Context: an optimization exercise on an open-source flow, tuned for small area. The choices shown serve that exercise and are no tape-out recipe.
RTL that was checked went through simulation tests only; none was proved equivalent to the original.

==> ember: inputs <==
==> flow/design.v <==
function automatic [10:0] f_add(input [10:0] a, input [10:0] b, input ci);
	integer i; reg c;
	begin
		c = ci;
		for (i = 0; i < 11; i = i + 1) begin
			f_add[i] = a[i] ^ b[i] ^ c;
			c = (a[i] & b[i]) | (a[i] & c) | (b[i] & c);
		end
	end
endfunction
function automatic [10:0] f_sub(input [10:0] a, input [10:0] b);
	f_sub = f_add(a, ~b, 1'b1);
endfunction
function automatic f_lt(input [10:0] a, input [10:0] b);
	integer i; reg r;
	begin
		r = 1'b0;
		for (i = 0; i < 11; i = i + 1)
			r = (~a[i] & b[i]) | (~(a[i] ^ b[i]) & r);
		f_lt = r;
	end
endfunction
function automatic [10:0] f_inc(input [10:0] a);
	integer i; reg c;
	begin
		c = 1'b1;
		for (i = 0; i < 11; i = i + 1) begin
			f_inc[i] = a[i] ^ c;
			c = a[i] & c;
		end
	end
endfunction
function automatic f_cmp(input [10:0] a, input [10:0] b, input ci);
	integer i; reg r;
	begin
		r = ci;
		for (i = 0; i < 11; i = i + 1)
			r = (~a[i] & b[i]) | (~(a[i] ^ b[i]) & r);
		f_cmp = r;
	end
endfunction
module pong
(
	input             clk,
	input             rst,
	input      [3:0]  sw,
	input      [3:0]  btn,
	output     [2:0]  led,
	output            hs,
	output            vs,
	output     [7:0]  rgb,
	output     [6:0]  seg,
	output     [3:0]  an
);
function automatic [10:0] f_add(input [10:0] a, input [10:0] b, input ci);
	integer i; reg c;
	begin
		c = ci;
		for (i = 0; i < 11; i = i + 1) begin
			f_add[i] = a[i] ^ b[i] ^ c;
			c = (a[i] & b[i]) | (a[i] & c) | (b[i] & c);
		end
	end
endfunction
function automatic [10:0] f_sub(input [10:0] a, input [10:0] b);
	f_sub = f_add(a, ~b, 1'b1);
endfunction
function automatic f_lt(input [10:0] a, input [10:0] b);
	integer i; reg r;
	begin
		r = 1'b0;
		for (i = 0; i < 11; i = i + 1)
			r = (~a[i] & b[i]) | (~(a[i] ^ b[i]) & r);
		f_lt = r;
	end
endfunction
function automatic [10:0] f_inc(input [10:0] a);
	integer i; reg c;
	begin
		c = 1'b1;
		for (i = 0; i < 11; i = i + 1) begin
			f_inc[i] = a[i] ^ c;
			c = a[i] & c;
		end
	end
endfunction
function automatic f_cmp(input [10:0] a, input [10:0] b, input ci);
	integer i; reg r;
	begin
		r = ci;
		for (i = 0; i < 11; i = i + 1)
			r = (~a[i] & b[i]) | (~(a[i] ^ b[i]) & r);
		f_cmp = r;
	end
endfunction
reg  [10:0] X;
reg  [9:0]  V;
wire [9:0]  P    = X[10:1];
wire        xend = X[10] & X[9] & X[6] & X[0];           
wire        vend = V[9] & V[3] & V[2] & V[0];            
wire        ft   = (X == 11'd2) & (V == 10'd480);
always @(posedge clk) begin
	if (rst)
		X <= 11'd1601;
	else if (xend)
		X <= 11'd0;
	else
		X <= f_inc(X);
	if (rst)
		V <= 10'd525;
	else if (xend & vend)
		V <= 10'd0;
	else
		V <= f_add(V, 11'd0, xend);
end
assign hs = ~(~f_lt(P, 10'd648) & f_lt(P, 10'd744));
assign vs = ~(V[9:1] == 9'd241);                         
reg  [9:0] bh;           
reg  [8:0] bv;           
reg        hdir;         
reg        vdir;         
reg  [3:0] spd;
reg        cw, cp, ovl;
always @(posedge clk) spd <= sw;
wire       h_r0 = hdir ? f_lt(bh, 10'd46) : ~f_lt(bh, 10'd591);
wire       h_r1 = hdir ? (~f_lt(bh, 10'd46) & f_lt(bh, 10'd61)) : (~f_lt(bh, 10'd576) & f_lt(bh, 10'd591));
wire [3:0] h_lo = hdir ? f_add(bh[3:0], 4'd2, 1'b0) : f_sub(4'd14, bh[3:0]);
wire       v_r0 = vdir ? f_lt(bv, 9'd76) : ~f_lt(bv, 9'd401);
wire [3:0] v_lo = vdir ? f_add(bv[3:0], 4'd4, 1'b0) : f_sub(4'd0, bv[3:0]);
wire       hf = h_r0 & f_cmp(h_lo, spd, ~hdir);
wire       vf = v_r0 & f_cmp(v_lo, spd, ~vdir);
wire       mh = ft & ~cp & ~hf;
wire       mv = ft & ~cp & ~vf;
wire [9:0] oh = {{6{mh & hdir}}, {4{mh}} & (spd ^ {4{hdir}})};
wire [8:0] ov = {{5{mv & vdir}}, {4{mv}} & (spd ^ {4{vdir}})};
wire [9:0] bh_n = f_add(bh, oh, mh & hdir);
wire [8:0] bv_n = f_add(bv, ov, mv & vdir);
wire       hdir_n = hdir ^ (ft & (cp | hf));
always @(posedge clk) begin
	if (rst) begin
		bh <= 10'd310;
		bv <= 9'd230;
		hdir <= 1'b0;
		vdir <= 1'b0;
	end else begin
		bh <= bh_n;
		bv <= bv_n;
		hdir <= hdir_n;
		vdir <= vdir ^ (ft & ~cp & vf);
	end
end
reg  [8:0] lp, rp;
wire       l_dn = ft & btn[0] & ~(lp[8] & lp[7] & lp[3]);           
wire       l_up = ft & ~l_dn & btn[1] & (|{lp[8], lp[5:1]});        
wire       r_dn = ft & btn[2] & ~(rp[8] & rp[7] & rp[3]);
wire       r_up = ft & ~r_dn & btn[3] & (|{rp[8], rp[5:1]});
wire [8:0] lp_n = f_add(lp, {{6{l_up}}, l_dn, l_up, l_dn | l_up}, 1'b0);
wire [8:0] rp_n = f_add(rp, {{6{r_up}}, r_dn, r_up, r_dn | r_up}, 1'b0);
always @(posedge clk) begin
	if (rst) begin
		lp <= 9'd230;
		rp <= 9'd230;
	end else begin
		lp <= lp_n;
		rp <= rp_n;
	end
end
wire [8:0] pa = (ft ? ~hdir_n : P[9]) ? rp_n : lp_n;
wire [8:0] ra = ft ? bv_n : V[8:0];
wire [9:0] dd = f_sub(ra, pa);
wire       d_0_20 = (dd[9:5] == 5'd0) & f_lt(dd[4:0], 5'd21);
wire       d_m4_m1 = &dd[9:2];
wire       w_lt = f_lt(h_lo, sw);
wire       wall = h_r0 & f_cmp(h_lo, sw, 1'b1);
wire       padh = h_r0 | (h_r1 & w_lt);
always @(posedge clk) begin
	if (rst) begin
		cw <= 1'b0;
		cp <= 1'b0;
		ovl <= 1'b1;
	end else begin
		cw <= wall;
		if (!wall) cp <= padh & ovl;
		if (ft) ovl <= d_0_20 | d_m4_m1;
	end
end
assign led = {1'b0, cw, cp};
wire [9:0] dh = f_sub(P, bh);
wire [9:0] dv = f_sub(V[8:0], bv);
wire ball_on = f_lt(dh, 10'd5) & f_lt(dv, 10'd5);
wire pad_on = ((~f_lt(P, 10'd40) & f_lt(P, 10'd46)) | (~f_lt(P, 10'd595) & f_lt(P, 10'd601))) & d_0_20;
wire bg_v = ~f_lt(V, 10'd55) & f_lt(V, 10'd426);
wire bg_h = ~f_lt(P, 10'd25) & f_lt(P, 10'd616);
wire bg_on = bg_v & bg_h & (f_lt(P, 10'd31) | ~f_lt(P, 10'd610) | f_lt(V, 10'd61) | ~f_lt(V, 10'd420));
assign rgb = {8{ball_on | pad_on | bg_on}};
reg  [3:0] p10, p11, p20, p21;
reg        cwd;
wire       hit = cw & ~cwd;
wire       e10 = hit & hdir;
wire       e20 = hit & ~hdir;
wire       e11 = e10 & p10[3] & p10[0];        
wire       e21 = e20 & p20[3] & p20[0];
always @(posedge clk) begin
	if (rst) begin
		cwd <= 1'b0;
		p10 <= 4'd0; p11 <= 4'd0; p20 <= 4'd0; p21 <= 4'd0;
	end else begin
		cwd <= cw;
		p10 <= bcd_inc(p10, e10);
		p11 <= bcd_inc(p11, e11);
		p20 <= bcd_inc(p20, e20);
		p21 <= bcd_inc(p21, e21);
	end
end
function automatic [3:0] bcd_inc(input [3:0] d, input e);
	begin
		bcd_inc[0] = d[0] ^ e;
		bcd_inc[1] = d[1] ^ (e & d[0] & ~d[3]);
		bcd_inc[2] = d[2] ^ (e & d[0] & d[1]);
		bcd_inc[3] = d[3] ^ (e & d[0] & (d[3] | (d[1] & d[2])));
	end
endfunction
reg  [15:0] lf;
wire        upd = (lf == 16'h44da);
always @(posedge clk) begin
	if (rst)
		lf <= 16'd0;
	else if (upd)
		lf <= 16'd1;
	else
		lf <= {lf[14:0], ~(lf[15] ^ lf[8])};
end
reg [1:0] cnt;
reg [3:0] digit;
reg [3:0] sc;        
always @(posedge clk) begin
	if (rst) begin
		cnt <= 2'd0;
		digit <= 4'd0;
		sc <= 4'd15;
	end else if (upd) begin
		digit <= cnt[1] ? (cnt[0] ? p11 : p20) : (cnt[0] ? p21 : p10);
		sc <= digit;
		cnt <= {cnt[1] ^ cnt[0], ~cnt[0]};
	end
end
wire [3:0] q = sc;
assign seg[0] = (q == 4'd1) | (q == 4'd4) | (q == 4'd15);
assign seg[1] = (q == 4'd5) | (q == 4'd6) | (q == 4'd15);
assign seg[2] = (q == 4'd2) | (q == 4'd15);
assign seg[3] = (q == 4'd1) | (q == 4'd4) | (q == 4'd7) | (q == 4'd15);
assign seg[4] = (q == 4'd1) | (q == 4'd3) | (q == 4'd4) | (q == 4'd5) | (q == 4'd7) | (q == 4'd9) | (q == 4'd15);
assign seg[5] = (q == 4'd1) | (q == 4'd2) | (q == 4'd3) | (q == 4'd7) | (q == 4'd15);
assign seg[6] = (q == 4'd0) | (q == 4'd1) | (q == 4'd7) | (q == 4'd15);
wire blank = &sc;
assign an = {blank | (cnt != 2'd1), blank | (cnt != 2'd2), blank | (cnt != 2'd3), blank | (cnt != 2'd0)};
endmodule
==> flow/run.sh <==
#!/bin/bash
# synth_recipe.tcl (not shown) runs the flow's synth.tcl, then flattens the netlist and writes it again
# the make line also repeats each setting of config.mk as NAME=value (left out here)
make -C /OpenROAD-flow-scripts/flow DESIGN_CONFIG=/design/flow/config.mk WORK_HOME=/design/flow/orfs CLKGATE_MAP_FILE= SYNTH_SCRIPT=/design/flow/synth_recipe.tcl finish
==> flow/config.mk <==
export PLATFORM = sky130hd
export DESIGN_NAME = pong
export DESIGN_NICKNAME = pong
export VERILOG_FILES = /design/flow/design.v
export SDC_FILE = /design/flow/constraint.sdc
export NUM_CORES = 4
export LEC_CHECK = 0
export CAP_MARGIN = 20
export CORE_MARGIN = 2
export CORE_UTILIZATION = 40
export SLEW_MARGIN = 20
==> flow/constraint.sdc <==
create_clock -name core_clock -period 10.0 [get_ports {clk}]
set_input_delay 2.0000 -clock core_clock [delete_from_list [all_inputs] [get_ports {clk}]]
set_output_delay 2.0000 -clock core_clock [all_outputs]
set_load 0.01 [all_outputs]
==> pepper: changes against ember <==
--- a/flow/design.v
+++ b/flow/design.v
@@ -100,4 +100,5 @@
 wire        vend = V[9] & V[3] & V[2] & V[0];            
 wire        ft   = (X == 11'd2) & (V == 10'd480);
+wire        ft1  = (X == 11'd3) & (V == 10'd480);         
 always @(posedge clk) begin
 	if (rst)
@@ -150,28 +151,34 @@
 	end
 end
-reg  [8:0] lp, rp;
-wire       l_dn = ft & btn[0] & ~(lp[8] & lp[7] & lp[3]);           
-wire       l_up = ft & ~l_dn & btn[1] & (|{lp[8], lp[5:1]});        
-wire       r_dn = ft & btn[2] & ~(rp[8] & rp[7] & rp[3]);
-wire       r_up = ft & ~r_dn & btn[3] & (|{rp[8], rp[5:1]});
-wire [8:0] lp_n = f_add(lp, {{6{l_up}}, l_dn, l_up, l_dn | l_up}, 1'b0);
-wire [8:0] rp_n = f_add(rp, {{6{r_up}}, r_dn, r_up, r_dn | r_up}, 1'b0);
-always @(posedge clk) begin
-	if (rst) begin
-		lp <= 9'd230;
-		rp <= 9'd230;
-	end else begin
-		lp <= lp_n;
-		rp <= rp_n;
-	end
-end
-wire [8:0] pa = (ft ? ~hdir_n : P[9]) ? rp_n : lp_n;
-wire [8:0] ra = ft ? bv_n : V[8:0];
+reg  [6:0] lk, rk;
+wire       l_dn = ft & btn[0] & ~(lk[6] & lk[1]);                 
+wire       l_up = ft & ~l_dn & btn[1] & (|lk);                    
+wire       r_dn = ft & btn[2] & ~(rk[6] & rk[1]);
+wire       r_up = ft & ~r_dn & btn[3] & (|rk);
+wire [6:0] lk_n = f_add(lk, {{6{l_up}}, l_dn | l_up}, 1'b0);
+wire [6:0] rk_n = f_add(rk, {{6{r_up}}, r_dn | r_up}, 1'b0);
+always @(posedge clk) begin
+	if (rst) begin
+		lk <= 7'd33;
+		rk <= 7'd33;
+	end else begin
+		lk <= lk_n;
+		rk <= rk_n;
+	end
+end
+wire       bsel = (P[9:4] == 6'd0) & ~ft1;
+wire [6:0] ks = (ft1 ? ~hdir : P[9]) ? rk : lk;
+wire [8:0] k5 = f_add({ks, 2'b00}, ks, 1'b0);
+wire [8:0] pa = bsel ? bv : k5;
+wire [8:0] ra = ft1 ? bv : V[8:0];
 wire [9:0] dd = f_sub(ra, pa);
-wire       d_0_20 = (dd[9:5] == 5'd0) & f_lt(dd[4:0], 5'd21);
-wire       d_m4_m1 = &dd[9:2];
+wire       d_pad = ~dd[9] & ~f_lt(dd, 10'd65) & f_lt(dd, 10'd86);        
+reg        brow;
+always @(posedge clk) if (bsel) brow <= (dd[9:3] == 7'd0) & f_lt(dd[2:0], 3'd5);
 wire       w_lt = f_lt(h_lo, sw);
 wire       wall = h_r0 & f_cmp(h_lo, sw, 1'b1);
 wire       padh = h_r0 | (h_r1 & w_lt);
+wire       ovl_new = ~dd[9] & ~f_lt(dd, 10'd61) & f_lt(dd, 10'd86);     
+wire       ovl_now = ft1 ? ovl_new : ovl;
 always @(posedge clk) begin
 	if (rst) begin
@@ -181,13 +188,12 @@
 	end else begin
 		cw <= wall;
-		if (!wall) cp <= padh & ovl;
-		if (ft) ovl <= d_0_20 | d_m4_m1;
+		if (!wall) cp <= padh & ovl_now;
+		if (ft1) ovl <= ovl_new;
 	end
 end
 assign led = {1'b0, cw, cp};
 wire [9:0] dh = f_sub(P, bh);
-wire [9:0] dv = f_sub(V[8:0], bv);
-wire ball_on = f_lt(dh, 10'd5) & f_lt(dv, 10'd5);
-wire pad_on = ((~f_lt(P, 10'd40) & f_lt(P, 10'd46)) | (~f_lt(P, 10'd595) & f_lt(P, 10'd601))) & d_0_20;
+wire ball_on = f_lt(dh, 10'd5) & brow;
+wire pad_on = ((~f_lt(P, 10'd40) & f_lt(P, 10'd46)) | (~f_lt(P, 10'd595) & f_lt(P, 10'd601))) & d_pad;
 wire bg_v = ~f_lt(V, 10'd55) & f_lt(V, 10'd426);
 wire bg_h = ~f_lt(P, 10'd25) & f_lt(P, 10'd616);
@@ -201,10 +207,9 @@
 wire       e11 = e10 & p10[3] & p10[0];        
 wire       e21 = e20 & p20[3] & p20[0];
-always @(posedge clk) begin
-	if (rst) begin
-		cwd <= 1'b0;
+always @(posedge clk) cwd <= cw;      
+always @(posedge clk) begin
+	if (rst) begin
 		p10 <= 4'd0; p11 <= 4'd0; p20 <= 4'd0; p21 <= 4'd0;
 	end else begin
-		cwd <= cw;
 		p10 <= bcd_inc(p10, e10);
 		p11 <= bcd_inc(p11, e11);
==> flow/flow/run.sh (new file) <==
#!/bin/bash
# The standard layout, with the port buffers made of the smallest buffer
# cell and the buffers that synthesis (ABC) inserted removed at floorplan.
set -euo pipefail
bash standard.sh "BUFFER_PORTS_ARGS=-buffer_cell sky130_fd_sc_hd__buf_1" "REMOVE_ABC_BUFFERS=1" finish > standard.log 2>&1
==> flow/standard.sh (new file) <==
#!/bin/bash
# synth_recipe.tcl (not shown) runs the flow's synth.tcl, then flattens the netlist and writes it again
# the make line also repeats each setting of config.mk as NAME=value (left out here)
make -C /OpenROAD-flow-scripts/flow DESIGN_CONFIG=/design/flow/config.mk WORK_HOME=/design/flow/orfs CLKGATE_MAP_FILE= SYNTH_SCRIPT=/design/flow/synth_recipe.tcl "${@:-finish}"
Settings changed: CTS_BUF_LIST set to sky130_fd_sc_hd__clkbuf_8.
removed: flow/run.sh
==> onyx: changes against ember <==
--- a/flow/design.v
+++ b/flow/design.v
@@ -100,4 +100,5 @@
 wire        vend = V[9] & V[3] & V[2] & V[0];            
 wire        ft   = (X == 11'd2) & (V == 10'd480);
+wire        ft1  = (X == 11'd3) & (V == 10'd480);         
 always @(posedge clk) begin
 	if (rst)
@@ -166,12 +167,17 @@
 	end
 end
-wire [8:0] pa = (ft ? ~hdir_n : P[9]) ? rp_n : lp_n;
-wire [8:0] ra = ft ? bv_n : V[8:0];
+wire       bsel = (P[9:4] == 6'd0) & ~ft1;
+wire [8:0] pa = bsel ? bv : ((ft1 ? ~hdir : P[9]) ? rp : lp);
+wire [8:0] ra = ft1 ? bv : V[8:0];
 wire [9:0] dd = f_sub(ra, pa);
 wire       d_0_20 = (dd[9:5] == 5'd0) & f_lt(dd[4:0], 5'd21);
+reg        brow;
+always @(posedge clk) if (bsel) brow <= (dd[9:3] == 7'd0) & f_lt(dd[2:0], 3'd5);
 wire       d_m4_m1 = &dd[9:2];
 wire       w_lt = f_lt(h_lo, sw);
 wire       wall = h_r0 & f_cmp(h_lo, sw, 1'b1);
 wire       padh = h_r0 | (h_r1 & w_lt);
+wire       ovl_new = d_0_20 | d_m4_m1;
+wire       ovl_now = ft1 ? ovl_new : ovl;
 always @(posedge clk) begin
 	if (rst) begin
@@ -181,12 +187,11 @@
 	end else begin
 		cw <= wall;
-		if (!wall) cp <= padh & ovl;
-		if (ft) ovl <= d_0_20 | d_m4_m1;
+		if (!wall) cp <= padh & ovl_now;
+		if (ft1) ovl <= ovl_new;
 	end
 end
 assign led = {1'b0, cw, cp};
 wire [9:0] dh = f_sub(P, bh);
-wire [9:0] dv = f_sub(V[8:0], bv);
-wire ball_on = f_lt(dh, 10'd5) & f_lt(dv, 10'd5);
+wire ball_on = f_lt(dh, 10'd5) & brow;
 wire pad_on = ((~f_lt(P, 10'd40) & f_lt(P, 10'd46)) | (~f_lt(P, 10'd595) & f_lt(P, 10'd601))) & d_0_20;
 wire bg_v = ~f_lt(V, 10'd55) & f_lt(V, 10'd426);
@@ -201,10 +206,9 @@
 wire       e11 = e10 & p10[3] & p10[0];        
 wire       e21 = e20 & p20[3] & p20[0];
-always @(posedge clk) begin
-	if (rst) begin
-		cwd <= 1'b0;
+always @(posedge clk) cwd <= cw;      
+always @(posedge clk) begin
+	if (rst) begin
 		p10 <= 4'd0; p11 <= 4'd0; p20 <= 4'd0; p21 <= 4'd0;
 	end else begin
-		cwd <= cw;
 		p10 <= bcd_inc(p10, e10);
 		p11 <= bcd_inc(p11, e11);
==> flow/flow/run.sh (new file) <==
#!/bin/bash
# The standard layout, with the port buffers made of the smallest buffer
# cell and the buffers that synthesis (ABC) inserted removed at floorplan.
set -euo pipefail
bash standard.sh "BUFFER_PORTS_ARGS=-buffer_cell sky130_fd_sc_hd__buf_1" "REMOVE_ABC_BUFFERS=1" finish > standard.log 2>&1
==> flow/standard.sh (new file) <==
#!/bin/bash
# synth_recipe.tcl (not shown) runs the flow's synth.tcl, then flattens the netlist and writes it again
# the make line also repeats each setting of config.mk as NAME=value (left out here)
make -C /OpenROAD-flow-scripts/flow DESIGN_CONFIG=/design/flow/config.mk WORK_HOME=/design/flow/orfs CLKGATE_MAP_FILE= SYNTH_SCRIPT=/design/flow/synth_recipe.tcl "${@:-finish}"
Settings changed: CTS_BUF_LIST set to sky130_fd_sc_hd__clkbuf_8.
removed: flow/run.sh
==> qor.yml <==
path_max_fanout: 17
grt_max_degree: 63
ctsResizeCount: 0
drive_gt1_frac: 0.0721
start_kind: "register"
power.switching_fraction: 0.281
status: "no timing/DRC/antenna violations"
sequentialPower_mw: 0.462
period_minus_slack_ps: 8960
met2_usage: 0.264
p_total_mw: 0.841
path_buf_inv: 3
fin_area_um2: 7130
final_cells: 927
timing.slew.headroom: 0.507
drt-met1-wl_um: 6200
[end of results for pepper]
==> qor.yml <==
timing.slew.headroom: 0.422
drive_gt1_frac: 0.123
drt-met1-wl_um: 6690
power.switching_fraction: 0.267
status: "no timing/DRC/antenna violations"
period_minus_slack_ps: 9730
grt_max_degree: 86
fin_area_um2: 7760
start_kind: "primary input"
p_total_mw: 0.991
ctsResizeCount: 14
sequentialPower_mw: 0.474
path_buf_inv: 2
met2_usage: 0.268
[end of results for ember]
==> qor.yml <==
grt_util_met1: 0.217
period_minus_slack_ps: 9160
power.switching_fraction: 0.277
sequentialPower_mw: 0.476
fin_area_um2: 7260
drive_gt1_frac: 0.0739
status: "no timing/DRC/antenna violations"
grt_max_degree: 87
start_kind: "register"
ctsResizeCount: 0
met2_usage: 0.299
p_total_mw: 0.879
final_cells: 937
track_usage: 0.173
pg_clk_mw: 0.285
vias: 4910
timing.slew.headroom: 0.416
drt-met1-wl_um: 6550
[end of results for onyx]
Function not checked in pepper: the RTL went through the layout flow alone.

[separate check: timing with driven ports]
How much do the figures lean on ideal ports? The routed layouts below were timed once more, with nothing changed but the port constraints.
Step 1: set_driving_cell puts a clkbuf_16 on clk and a buf_2 on each other input, an assumption about the parent block.
Step 2, shift: input delay + t, output delay - t, t = (earliest + latest rising clock arrival at the registers) / 2. This alone moves slack from input paths to output paths.
Slacks: ideal ports / drivers / drivers and shift; pairs: ideal ports / drivers.
run | t, ns | slack for setup (ns) | worst setup path at the end
ember | 0.392 | 0.266 / 0.245 / 0.245 | input to output
pepper | 0.425 | 1.040 / 1.003 / 1.428 | register to output
onyx | 0.426 | 0.841 / 0.800 / 1.227 | register to output
After both steps every run listed still meets setup and hold. The setup slack of ember, which loses most, moves by -0.021 ns with the drivers and by -0.021 ns with both steps.
